What follows belongs to an exercise in optimizing a design on an open flow for small area, a short achievable clock period and few clock cycles per item; a production flow would make more cautious choices.
Function was checked by simulation only, so behaviour that the tests miss may differ from the original.
No activity file was given, so power comes from the tool's default toggle rates.

$ cat flow/design.v
`timescale 1ns / 1ps
module Alu (
		input [31:0] a,
		input [31:0] bx,
		input sub,
		input [1:0] sel,
		input unsignedCompare,
		input [1:0] logicOp,
		input isLui,
		input [1:0] shiftOp,
		input [4:0] shiftAmount,
		output [31:0] sum,
		output [31:0] result
	);
	wire [31:0] b = bx;
	wire b31 = bx[31] ^ sub;
	wire [32:0] full = {1'b0, a} + {1'b0, bx} + {32'b0, sub};
	assign sum = full[31:0];
	wire lessSigned = (a[31] != b31) ? a[31] : full[31];
	wire lessUnsigned = ~full[32];
	wire less = unsignedCompare ? lessUnsigned : lessSigned;
	reg [31:0] logicResult;
	always @(*) begin
		case (logicOp)
			2'd0: logicResult = a & b;
			2'd1: logicResult = a | b;
			2'd2: logicResult = a ^ b;
			default: logicResult = isLui ? {b[15:0], 16'b0} : ~(a | b);
		endcase
	end
	function [31:0] reverse(input [31:0] x);
		integer k;
		for (k = 0; k < 32; k = k + 1)
			reverse[k] = x[31 - k];
	endfunction
	wire shiftLeft = !shiftOp[1];
	wire [31:0] shiftIn = shiftLeft ? reverse(b) : b;
	wire shiftFill = shiftOp[0] && shiftOp[1] && b[31];
	wire [63:0] shifted = {{32{shiftFill}}, shiftIn} >> shiftAmount;
	wire [31:0] shiftResult = shiftLeft ? reverse(shifted[31:0]) : shifted[31:0];
	assign result =
			sel == 2'd0 ? sum
			: sel == 2'd1 ? {31'b0, less}
			: sel == 2'd2 ? logicResult
			: shiftResult;
endmodule
`timescale 1ns / 1ps
module RegisterFile (
		input clock,
		input reset,
		input [4:0] readAddressA,
		output [31:0] readDataA,
		input [4:0] readAddressB,
		output [31:0] readDataB,
		input shouldWrite,
		input [4:0] writeAddress,
		input [31:0] writeData,
		input [4:0] debug_addr,
		output [31:0] debug_data
	);
	reg [31:0] registers [1:31];
	reg [31:1] valid;
	wire [31:0] validAll = {valid, 1'b0};
	always @(posedge clock) begin
		if (shouldWrite && writeAddress != 0)
			registers[writeAddress] <= writeData;
	end
	always @(posedge clock) begin
		if (reset)
			valid <= 0;
		else if (shouldWrite && writeAddress != 0)
			valid[writeAddress] <= 1'b1;
	end
	assign readDataA = validAll[readAddressA] ? registers[readAddressA] : 32'b0;
	assign readDataB = validAll[readAddressB] ? registers[readAddressB] : 32'b0;
	wire [31:0] debugOr [0:31];
	assign debugOr[0] = 32'b0;
	genvar i;
	generate
		for (i = 1; i < 32; i = i + 1) begin : d
			wire select = debug_addr == i && valid[i];
			assign debugOr[i] = debugOr[i - 1] | ({32{select}} & registers[i]);
		end
	endgenerate
	assign debug_data = debugOr[31];
endmodule
`timescale 1ns / 1ps
module cache #(parameter W = 2) (
		input clock,
		input reset,
		input isLoad,
		input isStore,
		input [11:2] addr,
		input [31:0] storeData,
		output loadHit,
		output [31:0] loadData,
		output storeWait,
		output dmem_cs,
		output dmem_we,
		output [31:0] dmem_addr,
		output [31:0] dmem_wdata,
		input dmem_ack,
		input [31:0] dmem_rdata
	);
	reg [31:0] line [0:(1 << W) - 1];
	reg [(1 << W) - 1:0] lineValid;
	reg [11:W + 2] lineTag;
	reg filling;
	reg [W - 1:0] fillWord;
	reg storePending;
	reg [11:2] storeAddr;
	reg [31:0] storeBuf;
	reg [3:0] ackCount;
	wire [W - 1:0] word = addr[W + 1:2];
	wire tagEqual = lineTag == addr[11:W + 2];
	wire bufferHit = tagEqual && lineValid[word];
	wire busAccess = !storePending && (isLoad || isStore);
	wire busFill = !storePending && !isLoad && !isStore && filling;
	wire fillAck = dmem_ack && busFill;
	wire loadAck = dmem_ack && busAccess && isLoad;
	assign loadHit = bufferHit || loadAck;
	assign loadData = bufferHit ? line[word] : dmem_rdata;
	wire loadMiss = isLoad && !bufferHit;
	wire storeDone = storePending && dmem_ack;
	assign storeWait = storePending && !dmem_ack;
	wire storeIssue = isStore && !storeWait;
	wire storeBuffered = storeIssue && !(busAccess && dmem_ack);
	assign dmem_cs = !reset && ackCount != 4'd9;
	assign dmem_we = storePending || busAccess && isStore;
	assign dmem_addr = {20'b0,
			storePending ? storeAddr : busAccess ? addr : {lineTag, fillWord},
			2'b00};
	assign dmem_wdata = storePending ? storeBuf : storeData;
	wire [(1 << W) - 1:0] fillBit = 1 << fillWord;
	wire [(1 << W) - 1:0] wordBit = 1 << word;
	always @(posedge clock) begin
		if (reset || !dmem_cs)
			ackCount <= 0;
		else if (dmem_ack)
			ackCount <= ackCount + 4'd1;
	end
	always @(posedge clock) begin
		if (fillAck)
			line[fillWord] <= dmem_rdata;
		else if (loadAck)
			line[word] <= dmem_rdata;
	end
	always @(posedge clock) begin
		if (reset) begin
			lineValid <= 0;
			filling <= 0;
		end else if (isLoad && loadHit && &word) begin
			lineTag <= addr[11:W + 2] + 1'b1;
			filling <= 1;
			lineValid <= 0;
			fillWord <= 0;
		end else if (loadMiss) begin
			lineTag <= addr[11:W + 2];
			filling <= 1;
			lineValid <= (tagEqual ? lineValid : 0) | (loadAck ? wordBit : 0);
			fillWord <= loadAck ? word + 1'b1 : word;
		end else begin
			if (fillAck) begin
				lineValid <= lineValid | fillBit;
				fillWord <= fillWord + 1'b1;
				if (&(lineValid | fillBit))
					filling <= 0;
			end
			if (storeIssue && tagEqual)
				lineValid <= lineValid & ~wordBit;
		end
	end
	always @(posedge clock) begin
		if (reset)
			storePending <= 0;
		else if (storeBuffered)
			storePending <= 1;
		else if (storeDone)
			storePending <= 0;
	end
	always @(posedge clock) begin
		if (storeBuffered) begin
			storeAddr <= addr;
			storeBuf <= storeData;
		end
	end
endmodule
`timescale 1ns / 1ps
module Cpu (
		input clock,
		input reset,
		output [31:0] imem_addr,
		input [31:0] imem_data,
		output dmem_cs,
		output dmem_we,
		output [31:0] dmem_addr,
		output [31:0] dmem_wdata,
		input dmem_ack,
		input [31:0] dmem_rdata,
		input wire [4:0] debug_addr,
		output wire [31:0] debug_data
	);
	reg [31:0] pc;
	assign imem_addr = pc;
	wire [31:0] fetched = imem_data;
	wire [5:0] op = fetched[31:26];
	wire [4:0] rs = fetched[25:21];
	wire [4:0] rt = fetched[20:16];
	wire [4:0] rd = fetched[15:11];
	wire [5:0] fn = fetched[5:0];
	wire [15:0] imm = fetched[15:0];
	wire fetchJump = op[5:1] == 5'b00001;
	wire [31:0] pc4 = pc + 32'd4;
	wire [31:0] jumpTarget = {pc4[31:28], fetched[25:0], 2'b00};
	wire [31:0] branchTarget = pc4 + {{14{imm[15]}}, imm, 2'b00};
	wire isR = op == 6'b000000;
	wire isJr = isR && fn == 6'b001000;
	wire isImm = op[5:3] == 3'b001;
	wire isJal = op == 6'b000011;
	wire zeroExtend = isImm && (op[2] || op[1:0] == 2'b11);
	wire [31:0] immediate = {zeroExtend ? 16'b0 : {16{imm[15]}}, imm};
	wire sub = isR ? (fn[5] && !fn[2] && fn[1]) : (isImm && op[1] && !op[2]);
	wire [1:0] sel =
			isR ? (!fn[5] ? 2'd3 : fn[2] ? 2'd2 : fn[3] ? 2'd1 : 2'd0)
			: isImm ? (op[2] ? 2'd2 : op[1] ? 2'd1 : 2'd0)
			: 2'd0;
	wire [31:0] rsRead;
	wire [31:0] rtRead;
	wire writeEnable;
	wire [31:0] writeData;
	reg [4:0] writeAddress;
	wire forwardRs = writeEnable && writeAddress == rs && rs != 0;
	wire forwardRt = writeEnable && writeAddress == rt && rt != 0;
	wire [31:0] rsNext = forwardRs ? writeData : rsRead;
	wire [31:0] rtNext = forwardRt ? writeData : rtRead;
	wire equal = rsNext == rtNext;
	wire taken = (op == 6'b000100 && equal) || (op == 6'b000101 && !equal);
	wire [31:0] nextPc = isJr ? rsNext : fetchJump ? jumpTarget : taken ? branchTarget : pc4;
	reg valid;
	reg [31:0] rsValue;
	reg [31:0] rtValue;
	reg [31:0] bValue;
	reg [4:0] shiftAmount;
	reg subtract;
	reg [1:0] aluSelect;
	reg unsignedCompare;
	reg [1:0] logicOp;
	reg isLui;
	reg [1:0] shiftOp;
	reg loadOp;
	reg storeOp;
	reg jalOp;
	reg writes;
	wire [31:0] sum;
	wire [31:0] aluResult;
	Alu alu (
		.a(rsValue),
		.bx(bValue),
		.sub(subtract),
		.sel(aluSelect),
		.unsignedCompare(unsignedCompare),
		.logicOp(logicOp),
		.isLui(isLui),
		.shiftOp(shiftOp),
		.shiftAmount(shiftAmount),
		.sum(sum),
		.result(aluResult)
	);
	wire isLoad = valid && loadOp;
	wire isStore = valid && storeOp;
	wire loadHit;
	wire [31:0] loadData;
	wire storeWait;
	cache dataMemory (
		.clock(clock),
		.reset(reset),
		.isLoad(isLoad),
		.isStore(isStore),
		.addr(sum[11:2]),
		.storeData(rtValue),
		.loadHit(loadHit),
		.loadData(loadData),
		.storeWait(storeWait),
		.dmem_cs(dmem_cs),
		.dmem_we(dmem_we),
		.dmem_addr(dmem_addr),
		.dmem_wdata(dmem_wdata),
		.dmem_ack(dmem_ack),
		.dmem_rdata(dmem_rdata)
	);
	wire stall = (isLoad && !loadHit) || (isStore && storeWait);
	assign writeEnable = valid && (writes || (loadOp && loadHit));
	assign writeData = jalOp ? bValue : loadOp ? loadData : aluResult;
	RegisterFile registerFile (
		.clock(clock),
		.reset(reset),
		.readAddressA(rs),
		.readDataA(rsRead),
		.readAddressB(rt),
		.readDataB(rtRead),
		.shouldWrite(writeEnable),
		.writeAddress(writeAddress),
		.writeData(writeData),
		.debug_addr(debug_addr),
		.debug_data(debug_data)
	);
	always @(posedge clock) begin
		if (reset) begin
			pc <= 0;
			valid <= 0;
		end else if (!stall) begin
			pc <= nextPc;
			valid <= 1;
		end
	end
	always @(posedge clock) begin
		if (!stall) begin
			rsValue <= rsNext;
			rtValue <= rtNext;
			bValue <= isJal ? pc4 : (isR ? rtNext : immediate) ^ {32{sub}};
			shiftAmount <= fn[2] ? rsNext[4:0] : fetched[10:6];
			subtract <= sub;
			aluSelect <= sel;
			unsignedCompare <= isR ? fn[0] : op[0];
			logicOp <= isR ? fn[1:0] : op[1:0];
			isLui <= !isR;
			shiftOp <= fn[1:0];
			loadOp <= op == 6'b100011;
			storeOp <= op == 6'b101011;
			jalOp <= isJal;
			writes <= (isR && !isJr) || isImm || isJal;
			writeAddress <= isJal ? 5'd31 : isR ? rd : rt;
		end
	end
endmodule
$ cat flow/run.sh
#!/bin/bash
# synth_recipe.tcl (not shown) runs the flow's synth.tcl, then flattens the netlist and writes it again
# the make line also repeats each setting of config.mk as NAME=value (left out here)
make -C /OpenROAD-flow-scripts/flow DESIGN_CONFIG=/design/flow/config.mk WORK_HOME=/design/flow/orfs CLKGATE_MAP_FILE= SYNTH_SCRIPT=/design/flow/synth_recipe.tcl finish
$ cat flow/config.mk
export PLATFORM = sky130hd
export DESIGN_NAME = Cpu
export DESIGN_NICKNAME = Cpu
export VERILOG_FILES = /design/flow/design.v
export SDC_FILE = /design/flow/constraint.sdc
export NUM_CORES = 4
export LEC_CHECK = 0
export CAP_MARGIN = 20
export CORE_MARGIN = 2
export CORE_UTILIZATION = 40
export PLACE_DENSITY = 0.6
export SETUP_SLACK_MARGIN = 5
export SLEW_MARGIN = 20
$ cat flow/constraint.sdc
create_clock -name core_clock -period 15.0 [get_ports {clock}]
set_input_delay 3.0000 -clock core_clock [delete_from_list [all_inputs] [get_ports {clock}]]
set_output_delay 3.0000 -clock core_clock [all_outputs]
set_load 0.01 [all_outputs]
==> summary.txt, run 1 <==
* Clock Latency Late Sink at 0.85 ns
* Delay-heaviest family, CP: simple AND/OR/NAND/NOR gates
* Post-synth EDFFs at 1322
* Synth cell count leaders: 1322 x edfxtp_1, 737 x mux4_2, 342 x nand2_1
* GRT overflow at 0
* Sequential share of the synthesized area at 0.499
* Min Tclk post-route at 10.03 ns
* Worst reg2reg path endpoint: pc[29]
* Synth area leader: edfxtp_1
* Fin crit share at 0.668
* Synth warnings at 4
* DR vias/cell at 7.28
* Hold path depth at 0
* Via Count at 65100
* RSZ-0062 raised after global routing: false
* Largest family of logic cells by synthesized area: multiplexers
* Routed Antenna Nets at 0
* Die area at 0.210 mm^2
* Wirelength, routed at 363 mm
* DR DRC count at 0
* Total CTS buffers at 155
* Post-Route Skew at 0.0842 ns
* Comb power frac at 0.178
* Clock Root Buffer: clkbuf_16
* CTS Sinks at 1396
* Buffers on Ports at 179
* R2R cell count at 22
* Tightest Pin Transition at 1.34 ns
* P_int at 7.32 mW
* Post-cts sizing count at 0
* Net switching power figure at 2.96 mW
* CP required at 12.00 ns
* Asr flop ratio synth at 0
* Fillcell total at 18000
* Min-delay worst type: reg -> reg
* DRT iter0 DRCs at 12900
* VDD IR-drop max at 92.7 uV
* Pin count of the biggest net entering global routing at 95
* Post-synthesis mux area share at 0.229
* Cts hold-fix bufs at 0
* Yosys top cell area share at 0.481
* Max_cap viols at 0
* Critical path arrival at 7.03 ns
* Crit start category: input pin
* Xor/xnor cell area share of the yosys netlist at 0.0196
* Status: timing/DRC/antenna clean
* CP Max Fanout at 18
* Number of global-route vias before repair at 61600
* Post-synthesis cell count at 6058
* Setup Viol. Count Final at 0
* Row count at 166
* Compound-Gate Fraction of Synth Area at 0.125
* H-tree lvl count at 4
* Hold WS at 0.446 ns
* NumNets Final at 6309
* Most frequent CP cell: clkdlybuf4s50_1
* Slowest stage delay, CP at 1.05 ns
* Slowest CP cell: and3_2
* Fin. Hold Viols at 0
* Clock slew at reported path FFs at 0.06 ns
* Seq cells post-synth at 1396
* Initial core utilization at 0.403
* Worst reg2reg setup slack at 6.45 ns
* HP Start: rtValue[31]
* Fin. max-slew vios at 0
* Hold endpoint: dataMemory.storeBuf[31]
* Top_reg_cell synth: edfxtp_1
* Setup_tns at 0 ns
* I/O Pins at 202
* Critical setup path kind: in -> out
* Critical R2R Launch: bValue[0]
* Drt wl/cell at 40.6 um
* Die outline height at 458 um
* Final design instance area without fill at 0.0929 mm^2
* Critical path endpoint category: output pin
* First-pass GRT wire length at 499 mm
* Dpl cell area at 0.0877 mm^2
* CP cell instances: clkdlybuf4s50_1, nor3_1, and3_2, buf_4, a22o_1, a221oi_1, nand3_1, or4_1, clkdlybuf4s50_1
* Sw Share at 0.288
* Core Box Area at 0.205 mm^2
* Final HPWL from detailed placement at 225 mm
* Die Width at 458 um
* Cell with the most instances after synthesis: edfxtp_1
* CTS tree: built
* Post-Synth Simple-Gate Area at 0.0723
* Final estimated routing congestion in global placement at 1.02
* GRT Util Overall at 0.338
* Static Leak at 31.0 nW
* Layout cells sized above 1 at 0.230
* Syn_area_per_cell at 13.6 um^2
* Layout Utilization at 0.454
* DR pass1 iterations at 10
* Clk buf depth at 3
* PwrDens at 111 mW/mm^2
* Synth area leaders: edfxtp_1 48%, mux4_2 20%, a22oi_1 3.0%, dfxtp_1 1.8%, ha_1 1.8%
* Clock Power Share at 0.375
* Flop pwr share at 0.447
* Number of buffers and inverters on the critical path at 3
* Setup bufs post-CTS at 0
* P&R area growth vs syn at 12.6%
* Synth Area in Adders at 0.0185
* Post-Syn Area at 0.0825 mm^2
* Final Power at 10.3 mW
* Maximum clock rate at 99.7 MHz
* Antenna violations before repair at 33
* Post-synth cell types at 114
* Relative slew slack at 0.0977
==> area by class of cell <==
type | count | area, um^2 | area share
Antenna cell | 14 | 35.0 | 0.000377
Clock buffer | 184 | 4010 | 0.0431
Clock inverter | 96 | 1090 | 0.0117
Inverter | 167 | 639 | 0.00688
Multi-Input combinational cell | 4003 | 39100 | 0.420
Sequential cell | 1396 | 41200 | 0.443
Tap cell | 2688 | 3360 | 0.0362
Timing Repair Buffer | 394 | 3540 | 0.0381
==> cell usage in the layout, fill, tap and decap left out, types with 38 or more instances in the layout <==
cell,synthesis,routed
nand2_1,342,342
a221oi_1,104,102
ha_1,117,117
mux4_2,737,737
nor3_1,77,76
a211oi_1,52,52
mux2i_1,117,115
edfxtp_1,1322,1322
mux2_2,99,99
xor2_1,62,62
conb_1,1,54
nor2_1,324,290
buf_4,55,207
xnor2_1,116,116
nand3_1,201,201
nor2b_1,38,38
o21ai_0,213,207
a21o_1,54,54
or4_1,46,46
dfxtp_1,74,73
clkdlybuf4s50_1,0,170
a22oi_1,326,325
clkbuf_16,0,157
a21oi_1,257,253
a22o_1,88,88
inv_1,158,156
==> metal layers <==
metal	vias to the layer above	GRT usage	wire (um)	part of all wire
li1	24900	-	-	-
met1	32400	0.413	119000	0.33
met2	6227	0.505	158000	0.44
met3	1552	0.114	53200	0.15
met4	36	0.238	32100	0.089
met5	-	0	232	0.00064
==> power groups by stage <==
stage	clock network, mW	logic (mW)	registers, mW
finish	3.86	1.83	4.60
floorplan	0	1.10	4.64
global placement	0	1.74	4.68
global route	4.03	1.90	4.60
CTS	3.88	1.75	4.60
detailed placement	0	1.75	4.68
==> kinds of logic after synthesis <==
| family | count (synthesis) |
|---|---|
| DFF | 1396 |
| xor gates and xnor gates | 181 |
| adders and majority gates | 120 |
| buffers and inverters | 712 |
| muxes | 954 |
| AOI/OAI and AO/OA | 1445 |
| other | 1 |
| and+or+nand+nor | 1249 |
==> worst register-to-register path, delay by kind of cell (launching register included) <==
| family | cells | cell delay [ns] |
|---|---|---|
| AOI/OAI and AO/OA | 6 | 2.72 |
| xor gates and xnor gates | 2 | 0.30 |
| adders and majority gates | 1 | 0.60 |
| buffers and inverters | 5 | 1.67 |
| DFF | 1 | 0.35 |
| muxes | 2 | 1.23 |
| and+or+nand+nor | 6 | 1.59 |
==> how the worst max path moves through the flow <==
stage | startpoint | end | cells after the start
CTS | debug_addr[0] | debug_data[20] | 9
finish | debug_addr[4] | debug_data[18] | 9
detailed placement | imem_data[21] | pc[18] | 18
global placement | imem_data[21] | pc[18] | 20
global route | debug_addr[4] | debug_data[20] | 10
floorplan | imem_data[21] | pc[26] | 21
==> registers in the layout, summed over array words and instances, names as in the netlist, 2 cells and up <==
name,flops
dataMemory.ackCount,4
dataMemory.fillWord,2
registerFile.registers,1024
registerFile.valid,31
logicOp,2
pc,32
rtValue,32
shiftOp,2
dataMemory.storeBuf,32
shiftAmount,5
writeAddress,5
dataMemory.storeAddr,10
dataMemory.lineValid,4
bValue,32
dataMemory.line,128
rsValue,32
aluSelect,2
dataMemory.lineTag,8
==> metrics by stage <==
stage               instances  setup WS, ns
global placement         8642          4.47
detailed placement       8645          4.49
global route             8932          5.05
CTS                      8925          5.05
floorplan                6111          7.04
finish                   8942          4.97
Testbench counts, summed over its fixed seeds: cycles 71,445, instrs 67,724.
==> run 2, diff against run 1 <==
--- a/flow/design.v
+++ b/flow/design.v
@@ -74,14 +74,5 @@
 	assign readDataA = validAll[readAddressA] ? registers[readAddressA] : 32'b0;
 	assign readDataB = validAll[readAddressB] ? registers[readAddressB] : 32'b0;
-	wire [31:0] debugOr [0:31];
-	assign debugOr[0] = 32'b0;
-	genvar i;
-	generate
-		for (i = 1; i < 32; i = i + 1) begin : d
-			wire select = debug_addr == i && valid[i];
-			assign debugOr[i] = debugOr[i - 1] | ({32{select}} & registers[i]);
-		end
-	endgenerate
-	assign debug_data = debugOr[31];
+	assign debug_data = validAll[debug_addr] ? registers[debug_addr] : 32'b0;
 endmodule
 `timescale 1ns / 1ps
==> summary.txt, run 2 <==
* Status: timing/DRC/antenna clean
* Die outline height at 464 um
* Post-synthesis cell count at 6146
* Min-delay worst type: reg -> reg
* Critical setup path kind: in -> out
* Setup bufs post-CTS at 0
* Biggest regs: registerFile.registers: 992 flops, dataMemory.line: 128 flops
* Static Leak at 31.7 nW
* Slowest CP cell: buf_4
* Drt wl/cell at 36.7 um
* Top_reg_cell synth: edfxtp_1
* Wirelength, routed at 333 mm
* Via Count at 62100
* Post-synth cell types at 113
* Final design instance area without fill at 0.0949 mm^2
* CTS Sinks at 1364
* Pin count of the biggest net entering global routing at 105
* Yosys top cell area share at 0.458
* GRT overflow at 0
* DRT iter0 DRCs at 9648
* Critical path arrival at 6.76 ns
* CP required at 12.00 ns
* Critical path endpoint category: output pin
* Cell with the most instances after synthesis: edfxtp_1
* Final estimated routing congestion in global placement at 1.01
* Syn_area_per_cell at 13.7 um^2
* Min Tclk post-route at 9.76 ns
* Synth warnings at 4
* Relative slew slack at 0.154
* RSZ-0062 raised after global routing: false
* P&R area growth vs syn at 12.3%
* Setup_tns at 0 ns
* Fin crit share at 0.651
* I/O Pins at 202
* Synth cell count leaders: 1290 x edfxtp_1, 870 x mux4_2, 448 x nor2_1
* Fin. Hold Viols at 0
* Clock Latency Late Sink at 0.86 ns
* Commonest non-fill, non-tap cell in the layout: edfxtp_1
* Clock Root Buffer: clkbuf_16
* Area of all sequential standard cells at 0.0402 mm^2
* Total CTS buffers at 152
* DR pass1 iterations at 8
* Slowest stage delay, CP at 0.58 ns
* CP Max Fanout at 70
* Final HPWL from detailed placement at 217 mm
* Setup Viol. Count Final at 0
* Most frequent CP cell: mux4_2
* DR DRC count at 0
* Max_cap viols at 0
* CTS tree: built
* Final Power at 10.5 mW
* CP cell instances: buf_8, buf_4, buf_6, mux4_2, mux4_2, mux2i_1, nor2_1, clkdlybuf4s50_1
* H-tree lvl count at 4
* Number of global-route vias before repair at 59800
* Die area at 0.215 mm^2
* First-pass GRT wire length at 468 mm
* Die Width at 464 um
* NumNets Final at 6350
* Tightest Pin Transition at 1.26 ns
* Row count at 168
* Largest register by flop count: registerFile.registers
* Synth area leaders: edfxtp_1 46%, mux4_2 23%, mux2i_1 4.5%, a21oi_1 2.1%, nor2_1 2.0%
* Fillcell total at 18600
* Initial core utilization at 0.403
* Clk buf depth at 3
* PwrDens at 110 mW/mm^2
* Delay-heaviest family, CP: buffers and inverters
* Maximum clock rate at 102 MHz
* Post-Syn Area at 0.0845 mm^2
* Largest register FFs at 992
* VDD IR-drop max at 125 uV
* Fin. max-slew vios at 0
* Cts hold-fix bufs at 0
* Synth area leader: edfxtp_1
* Buffers on Ports at 179
* Post-synth EDFFs at 1290
* DR vias/cell at 6.83
* Antenna violations before repair at 16
* Area occupied by multi-input gates at 0.0418 mm^2
* Post-placement setup slack at 4.91 ns
* Seq cells post-synth at 1364
* Layout Utilization at 0.452
* Layout cells sized above 1 at 0.244
* Clock slew at reported path FFs at 0.06 ns
* Sequential share of the synthesized area at 0.476
* Asr flop ratio synth at 0
* Routed Antenna Nets at 0
* Core Box Area at 0.210 mm^2
* Post-Route Skew at 0.0899 ns
* Number of buffers and inverters on the critical path at 4
* Crit start category: input pin
* Highest-count cells in the layout ignoring fill and taps: 1290 x edfxtp_1, 870 x mux4_2, 420 x nor2_1
* Worst setup margin at 5.24 ns
* GRT Util Overall at 0.305
* Dpl cell area at 0.0896 mm^2
==> run 2: kinds of logic (layout without fill, tap and decap cells) <==
logic type                 Yosys count  in the layout  synth area share
DFF                               1364           1364             0.476
muxes                             1344           1344             0.289
AOI/OAI and AO/OA                 1225           1225            0.0965
and+or+nand+nor                   1206           1206            0.0658
buffers and inverters              713            832            0.0357
xor gates and xnor gates           172            172            0.0183
adders and majority gates          121            121            0.0182
other                                1             26         0.0000444
==> run 2: stage by stage <==
stage	hold slack (ns)	cells
finish	0.446	9095
global placement	0.431	8800
floorplan	0.422	6167
global route	0.451	9092
detailed placement	0.431	8806
CTS	0.445	9089
==> run 2: worst paths after layout <==
path / startpoint / to / slack, ns / depth (start not counted)
setup / recovery: debug_addr[1] / debug_data[29] / 5.24 / 8
hold / removal: rtValue[14] / dataMemory.storeBuf[14] / 0.45 / 0
setup reg to reg: bValue[7] / pc[5] / 6.22 / 21
hold reg to reg: rtValue[14] / dataMemory.storeBuf[14] / 0.45 / 0
==> run 2: timing repair <==
| action | CTS | global route |
|---|---|---|
| gates resized for setup | 2 | 2 |
| endpoints found under the setup margin | 2 | 3 |
| cloned | 0 | 0 |
==> run 2: layout make-up <==
type | count | area share
Multi-Input combinational cell | 4090 | 0.441
Inverter | 177 | 0.00708
Tap cell | 2805 | 0.0370
Clock inverter | 102 | 0.0122
Sequential cell | 1364 | 0.424
Clock buffer | 181 | 0.0426
Timing Repair Buffer | 372 | 0.0363
Antenna cell | 4 | 0.000105
==> run 2: worst register-to-register path, stage by stage, from the launching register on <==
cell	delay (ns)
edfxtp_1	0.32
buf_4	0.30
inv_1	0.27
ha_1	0.61
nand3b_1	0.17
o31ai_1	0.07
a221oi_1	0.51
nand2_1	0.34
xnor2_1	0.54
and3_1	0.61
a21o_1	0.19
buf_4	0.33
nand2_1	0.59
o21ai_0	1.14
xor2_1	0.20
a2111oi_2	0.40
nand4_1	0.16
nor3_2	0.45
xor2_1	0.14
a31oi_2	0.91
and3_1	0.31
a311oi_1	0.05
==> run 2: power breakdown <==
part / internal (mW) / switching, mW / total (mW) / leakage, nW
clock: 2.23 / 1.68 / 3.91 / 2.50
sequential: 4.42 / 0.0601 / 4.48 / 12.5
combinational: 0.689 / 1.37 / 2.06 / 16.7
==> run 2: metal layers <==
metal,global-route usage,routed length (um)
met1,0.399,124000
met2,0.463,150000
met3,0.0814,38400
met4,0.162,20900
met5,0,78
Testbench counts of run 2, summed over its fixed seeds: cycles 71,445, instrs 67,724.
==> run 3, diff against run 2 <==
==> flow/flow/run.sh (new file) <==
#!/bin/bash
set -euo pipefail
export SETUP_SLACK_MARGIN=7
bash standard.sh finish > standard_flow.log 2>&1
==> flow/standard.sh (new file) <==
#!/bin/bash
# synth_recipe.tcl (not shown) runs the flow's synth.tcl, then flattens the netlist and writes it again
# the make line also repeats each setting of config.mk as NAME=value (left out here)
make -C /OpenROAD-flow-scripts/flow DESIGN_CONFIG=/design/flow/config.mk WORK_HOME=/design/flow/orfs CLKGATE_MAP_FILE= SYNTH_SCRIPT=/design/flow/synth_recipe.tcl "${@:-finish}"
--- a/flow/config.mk
+++ b/flow/config.mk
@@ -9,5 +9,6 @@
 export CORE_MARGIN = 2
 export CORE_UTILIZATION = 40
+export CTS_BUF_LIST = sky130_fd_sc_hd__clkbuf_8
+export CTS_CLUSTER_SIZE = 30
 export PLACE_DENSITY = 0.6
-export SETUP_SLACK_MARGIN = 5
 export SLEW_MARGIN = 20
removed: flow/run.sh
==> summary.txt, run 3 <==
* Setup Viol. Count Final at 0
* DR vias/cell at 6.87
* Relative slew slack at 0.0915
* I/O Pins at 202
* Post-Syn Area at 0.0845 mm^2
* Yosys top cell area share at 0.458
* Synth area leader: edfxtp_1
* Critical setup path kind: in -> out
* Biggest regs: registerFile.registers: 992 flops, dataMemory.line: 128 flops
* Critical path endpoint category: output pin
* Clock Root Buffer: clkbuf_8
* GRT Util Overall at 0.315
* Critical path arrival at 5.25 ns
* Highest-count cells in the layout ignoring fill and taps: 1290 x edfxtp_1, 870 x mux4_2, 398 x nor2_1
* Row count at 168
* Via Count at 63900
* Largest register FFs at 992
* PwrDens at 104 mW/mm^2
* Routed Antenna Nets at 0
* Post-synth cell types at 113
* Tightest Pin Transition at 1.35 ns
* Crit start category: input pin
* Clock slew at reported path FFs at 0.06 ns
* Initial core utilization at 0.403
* Asr flop ratio synth at 0
* DRT iter0 DRCs at 10600
* Max_cap viols at 0
* Die Width at 464 um
* Commonest non-fill, non-tap cell in the layout: edfxtp_1
* DR DRC count at 0
* Syn_area_per_cell at 13.7 um^2
* Final HPWL from detailed placement at 214 mm
* P&R area growth vs syn at 13.6%
* Drt wl/cell at 37.3 um
* Cell with the most instances after synthesis: edfxtp_1
* Flop pwr share at 0.449
* CP Max Fanout at 63
* Static Leak at 32.4 nW
* Final estimated routing congestion in global placement at 1.01
* Status: timing/DRC/antenna clean
* Fin. Hold Viols at 0
* Comb power frac at 0.214
* Post-Route Skew at 0.112 ns
* VDD IR-drop max at 100 uV
* Die outline height at 464 um
* Sw Share at 0.314
* Top_reg_cell synth: edfxtp_1
* Buffers on Ports at 179
* Total CTS buffers at 228
* Synth cell count leaders: 1290 x edfxtp_1, 870 x mux4_2, 448 x nor2_1
* Slowest stage delay, CP at 0.48 ns
* Synth warnings at 4
* Clk buf depth at 3
* DR pass1 iterations at 8
* Slowest CP cell: mux4_2
* Min-delay worst type: reg -> reg
* CTS Sinks at 1364
* Largest register by flop count: registerFile.registers
* Post-synthesis cell count at 6146
* Synth area leaders: edfxtp_1 46%, mux4_2 23%, mux2i_1 4.5%, a21oi_1 2.1%, nor2_1 2.0%
* H-tree lvl count at 4
* Final Power at 10.0 mW
* CP required at 12.00 ns
* Core Box Area at 0.210 mm^2
* NumNets Final at 6475
* CP cell instances: buf_16, buf_16, mux4_2, mux4_2, mux2i_1, nor2_4, buf_6
* GRT overflow at 0
* Post-synth EDFFs at 1290
* Min Tclk post-route at 8.25 ns
* Die area at 0.215 mm^2
* P_int at 6.85 mW
* Final design instance area without fill at 0.0960 mm^2
* Antenna violations before repair at 22
* Net switching power figure at 3.14 mW
* Clock Latency Late Sink at 1.05 ns
* Maximum clock rate at 121 MHz
* Fin. max-slew vios at 0
* CTS tree: built
* Number of global-route vias before repair at 61400
* Setup_tns at 0 ns
* Seq cells post-synth at 1364
* First-pass GRT wire length at 479 mm
* Layout cells sized above 1 at 0.270
* Sequential share of the synthesized area at 0.476
* Wirelength, routed at 347 mm
* Fin crit share at 0.550
* Dpl cell area at 0.0894 mm^2
* Clock Power Share at 0.337
* Fillcell total at 18500
* Pin count of the biggest net entering global routing at 102
* RSZ-0062 raised after global routing: true
-- run 3: cell counts after synthesis --
No cell type changed its count.
-- run 3: metal layers --
layer	track usage	vias to the layer above	wire, um
met1	0.410	32600	126000
li1	-	25300	-
met4	0.183	18	23200
met2	0.468	4895	152000
met3	0.0931	1038	45100
met5	0.00156	-	229
-- run 3: power by group through the flow --
stage / logic [mW] / registers [mW] / clock network, mW
global route: 2.22 / 4.49 / 3.55
floorplan: 1.23 / 4.52 / 0
CTS: 2.06 / 4.48 / 3.40
finish: 2.14 / 4.49 / 3.37
global placement: 1.97 / 4.56 / 0
detailed placement: 1.98 / 4.57 / 0
-- run 3: cell families (layout without fill, tap and decap cells) --
logic type | Yosys count | count (layout) | synth area share
AOI/OAI and AO/OA | 1225 | 1225 | 0.0965
xor gates and xnor gates | 172 | 172 | 0.0183
adders and majority gates | 121 | 121 | 0.0182
and+or+nand+nor | 1206 | 1206 | 0.0658
buffers and inverters | 713 | 1023 | 0.0357
other | 1 | 35 | 0.0000444
muxes | 1344 | 1344 | 0.289
DFF | 1364 | 1364 | 0.476
-- run 3: through the flow --
stage                     utilization  worst slack, ns  hold WS, ns  cells
final                           0.458             6.75        0.447   9295
after global routing            0.458             6.70        0.462   9288
after CTS                       0.455             6.73        0.449   9271
after detailed placement        0.426             4.93        0.437   8791
after global placement          0.426             4.98        0.430   8790
after floorplan                     -             7.01        0.422   6167
-- run 3: worst paths after layout --
kind	startpoint	end	slack (ns)	cells past startpoint
worst max-delay path	debug_addr[1]	debug_data[16]	6.75	7
worst max register to register	shiftAmount[2]	pc[5]	7.12	19
worst min-delay path	rtValue[14]	dataMemory.storeBuf[14]	0.45	0
worst min register to register	rtValue[14]	dataMemory.storeBuf[14]	0.45	0
-- run 3: worst max-delay path, delay by kind of cell --
family | cells | cell delay [ns]
multiplexers | 3 | 1.33
AND/OR/NAND/NOR | 1 | 0.07
buffers and inverters | 3 | 0.67
-- run 3: timing repair --
| item | 4_1_cts | 5_1_grt |
|---|---|---|
| gates cloned | 29 | 2 |
| resized for setup | 243 | 85 |
| endpoints found under the setup margin | 65 | 65 |
| hold buffers | 0 | 0 |
| buffers inserted | 26 | 8 |
| pin swaps | 9 | 14 |
-- run 3: area by class of cell --
cell class	count	area, um^2	share of cell area
diodes	13	32.5	0.000339
clock buffers	234	3220	0.0335
multi-input cells	4090	42300	0.441
repair buffers	421	4710	0.0491
flip-flops and latches	1364	40200	0.419
well taps	2805	3510	0.0366
clock inverters	191	1310	0.0136
inverters	177	686	0.00714
==> run 4, diff against run 3 <==
--- a/flow/config.mk
+++ b/flow/config.mk
@@ -8,7 +8,7 @@
 export CAP_MARGIN = 20
 export CORE_MARGIN = 2
-export CORE_UTILIZATION = 40
+export CORE_UTILIZATION = 50
 export CTS_BUF_LIST = sky130_fd_sc_hd__clkbuf_8
 export CTS_CLUSTER_SIZE = 30
-export PLACE_DENSITY = 0.6
+export PLACE_DENSITY = 0.68
 export SLEW_MARGIN = 20
==> summary.txt, run 4 <==
* Cts hold-fix bufs at 0
* Status: timing/DRC/antenna clean
* CTS Sinks at 1364
* Largest register FFs at 992
* Clock Power Share at 0.325
* Post-synth cell types at 113
* Min Tclk post-route at 8.18 ns
* Fin. Hold Viols at 0
* Number of global-route vias before repair at 62000
* VDD IR-drop max at 110 uV
* Layout cells sized above 1 at 0.276
* DRT iter0 DRCs at 10300
* Antenna violations before repair at 20
* Comb power frac at 0.220
* Total CTS buffers at 224
* Die area at 0.172 mm^2
* H-tree lvl count at 4
* CP required at 12.00 ns
* Critical path endpoint category: output pin
* Synth warnings at 4
* Static Leak at 32.6 nW
* Pin count of the biggest net entering global routing at 93
* Yosys top cell area share at 0.458
* Clock Latency Late Sink at 1.02 ns
* Final estimated routing congestion in global placement at 1.02
* Area occupied by multi-input gates at 0.0424 mm^2
* Area of all sequential standard cells at 0.0402 mm^2
* Tightest Pin Transition at 1.26 ns
* Sw Share at 0.313
* Fin crit share at 0.545
* Top_reg_cell synth: edfxtp_1
* CP Max Fanout at 7
* Number of buffers and inverters on the critical path at 5
* Maximum clock rate at 122 MHz
* Hold path depth at 0
* Synth area leader: edfxtp_1
* Flop pwr share at 0.455
* Worst setup margin at 6.82 ns
* Fin. max-slew vios at 0
* Buffers on Ports at 179
* Commonest non-fill, non-tap cell in the layout: edfxtp_1
* Setup Viol. Count Final at 0
* Drt wl/cell at 38.8 um
* Wirelength, routed at 338 mm
* DR pass1 iterations at 6
* Crit start category: input pin
* Relative slew slack at 0.151
* Fillcell total at 13100
* Max_cap viols at 0
* Core Box Area at 0.168 mm^2
* Via Count at 64400
* Seq cells post-synth at 1364
* Final Power at 9.85 mW
* Row count at 150
* NumNets Final at 6515
* Setup_tns at 0 ns
* Synth cell count leaders: 1290 x edfxtp_1, 870 x mux4_2, 448 x nor2_1
* GRT Util Overall at 0.386
* CP cell instances: buf_16, buf_16, buf_16, buf_12, mux4_2, mux4_2, mux2i_4, nor2_1, buf_2
* GRT overflow at 0
* Clock Root Buffer: clkbuf_8
* Slowest stage delay, CP at 0.54 ns
* DR DRC count at 0
* DR vias/cell at 7.39
* RSZ-0062 raised after global routing: true
* Asr flop ratio synth at 0
* Synth area leaders: edfxtp_1 46%, mux4_2 23%, mux2i_1 4.5%, a21oi_1 2.1%, nor2_1 2.0%
* P_int at 6.77 mW
* CTS tree: built
* Cell depth of the worst setup path at 9
* Largest register by flop count: registerFile.registers
* Dpl cell area at 0.0887 mm^2
* Post-Route Skew at 0.0972 ns
* Final design instance area without fill at 0.0957 mm^2
* Die Width at 415 um
* Slowest CP cell: mux4_2
* Post-placement setup slack at 4.84 ns
* Most frequent CP cell: buf_16
* Net switching power figure at 3.08 mW
* Highest-count cells in the layout ignoring fill and taps: 1290 x edfxtp_1, 870 x mux4_2, 391 x nor2_1
* R2R cell count at 20
* Post-synth EDFFs at 1290
* Min-delay worst type: reg -> reg
* Critical setup path kind: in -> out
* Delay-heaviest family, CP: multiplexers
* Initial core utilization at 0.504
* Syn_area_per_cell at 13.7 um^2
* First-pass GRT wire length at 471 mm
* Cell with the most instances after synthesis: edfxtp_1
* Die outline height at 415 um
* P&R area growth vs syn at 13.3%
* Post-Syn Area at 0.0845 mm^2
* Final HPWL from detailed placement at 208 mm
* Clk buf depth at 3
* Critical path arrival at 5.18 ns
* Sequential share of the synthesized area at 0.476
* Clock slew at reported path FFs at 0.06 ns
* Post-synthesis cell count at 6146
* Routed Antenna Nets at 0
* Biggest regs: registerFile.registers: 992 flops, dataMemory.line: 128 flops
* I/O Pins at 202
* PwrDens at 103 mW/mm^2
==> run 4: cell counts after synthesis <==
No cell type changed its count.
==> run 4: final timing paths <==
| path | from | end | slack (ns) |
|---|---|---|---|
| worst max-delay path | debug_addr[0] | debug_data[30] | 6.82 |
| worst min-delay path | rtValue[22] | dataMemory.storeBuf[22] | 0.44 |
| worst max register to register | shiftAmount[2] | pc[4] | 6.91 |
| worst min register to register | rtValue[22] | dataMemory.storeBuf[22] | 0.44 |
==> run 4: metrics by stage <==
step           cells   util  hold WS [ns]
2_1_floorplan   6167      -         0.422
3_3_place_gp    8200  0.529         0.432
3_5_place_dp    8201  0.529         0.436
4_1_cts         8692  0.568         0.446
5_1_grt         8713  0.571         0.458
6_report        8715  0.571         0.443
==> run 4: per-layer routing <==
| layer | share of wire | wire [um] | up-vias | global-route usage |
|---|---|---|---|---|
| met1 | 0.33 | 113000 | 32400 | 0.478 |
| met2 | 0.45 | 151000 | 5352 | 0.580 |
| li1 | - | - | 25400 | - |
| met4 | 0.086 | 29000 | 12 | 0.279 |
| met5 | 0.00024 | 82 | - | 0 |
| met3 | 0.13 | 45100 | 1257 | 0.112 |
==> run 4: repair_timing <==
| action | CTS | global route |
|---|---|---|
| setup buffers | 51 | 12 |
| setup endpoints to repair | 62 | 64 |
| gates resized for setup | 309 | 86 |
| pin swaps | 14 | 13 |
| cloned | 32 | 3 |
==> run 4: cell type report <==
class,instances,area share
Antenna cell,7,0.000183
Clock buffer,230,0.0331
Clock inverter,178,0.0115
Inverter,177,0.00714
Multi-Input combinational cell,4090,0.443
Sequential cell,1364,0.420
Tap cell,2204,0.0288
Timing Repair Buffer,464,0.0563
Timing Repair inverter,1,0.0000523
==> run 4: power by group through the flow <==
stage,clock [mW],combinational (mW),sequential [mW]
finish,3.20,2.16,4.48
global route,3.38,2.23,4.48
CTS,3.22,2.06,4.48
detailed placement,0,1.97,4.56
global placement,0,1.95,4.55
floorplan,0,1.23,4.52
==> run 4: cells by family (layout without fill, tap and decap cells) <==
| group | Yosys count | after routing | synth area share |
|---|---|---|---|
| flops | 1364 | 1364 | 0.476 |
| mux | 1344 | 1344 | 0.289 |
| compound gates | 1225 | 1225 | 0.0965 |
| simple gates | 1206 | 1206 | 0.0658 |
| buf+inv | 713 | 1050 | 0.0357 |
| xor+xnor | 172 | 172 | 0.0183 |
| fa+ha+maj | 121 | 121 | 0.0182 |
| other cells | 1 | 29 | 0.0000444 |
==> run 4: worst register-to-register path, cell delays in order, from the launching register on <==
cell and delay, ns:
edfxtp_1 0.32, buf_4 0.35, buf_4 0.75, mux2i_1 0.46
o22ai_1 0.21, o21ai_0 0.18, o211ai_1 0.27, a311oi_1 0.75
a31oi_1 0.32, a41o_1 0.28, o21ai_0 0.97, nand2_2 0.72
xor2_1 0.37, o2111ai_1 0.12, a2111o_1 0.41, nor3_4 0.29
mux2i_4 0.29, buf_6 0.32, mux2i_1 0.27, mux2i_1 0.09
a311oi_1 0.28

==> afterwards: timing with drivers on the ports <==
No port has a modelled driver above. Below, the same layouts with a new extraction and two added sets of constraints.
Step 1, drivers: a clkbuf_16 drives clock and a buf_2 each remaining input, both assumed.
Step 2 times the ports against the registers' clock, not the clock port: input delays grow and output delays shrink by t, the midpoint of the rising clock arrivals with the driver on.
Three values: no drivers, after step 1, after step 2; two values: the first two.
run | t (ns) | setup slack, ns | cell pins on the clock port's net
run 1 | 0.894 | 4.973 / 4.951 / 4.353 | 1
run 2 | 0.899 | 5.235 / 5.182 / 4.841 | 1
run 3 | 1.087 | 6.748 / 6.492 / 5.915 | 1
run 4 | 1.054 | 6.825 / 6.246 / 5.883 | 1
After both steps setup and hold are still met in every run listed. For run 4, which loses most, drivers alone change the setup slack by -0.579 ns; drivers and shift together by -0.942 ns.
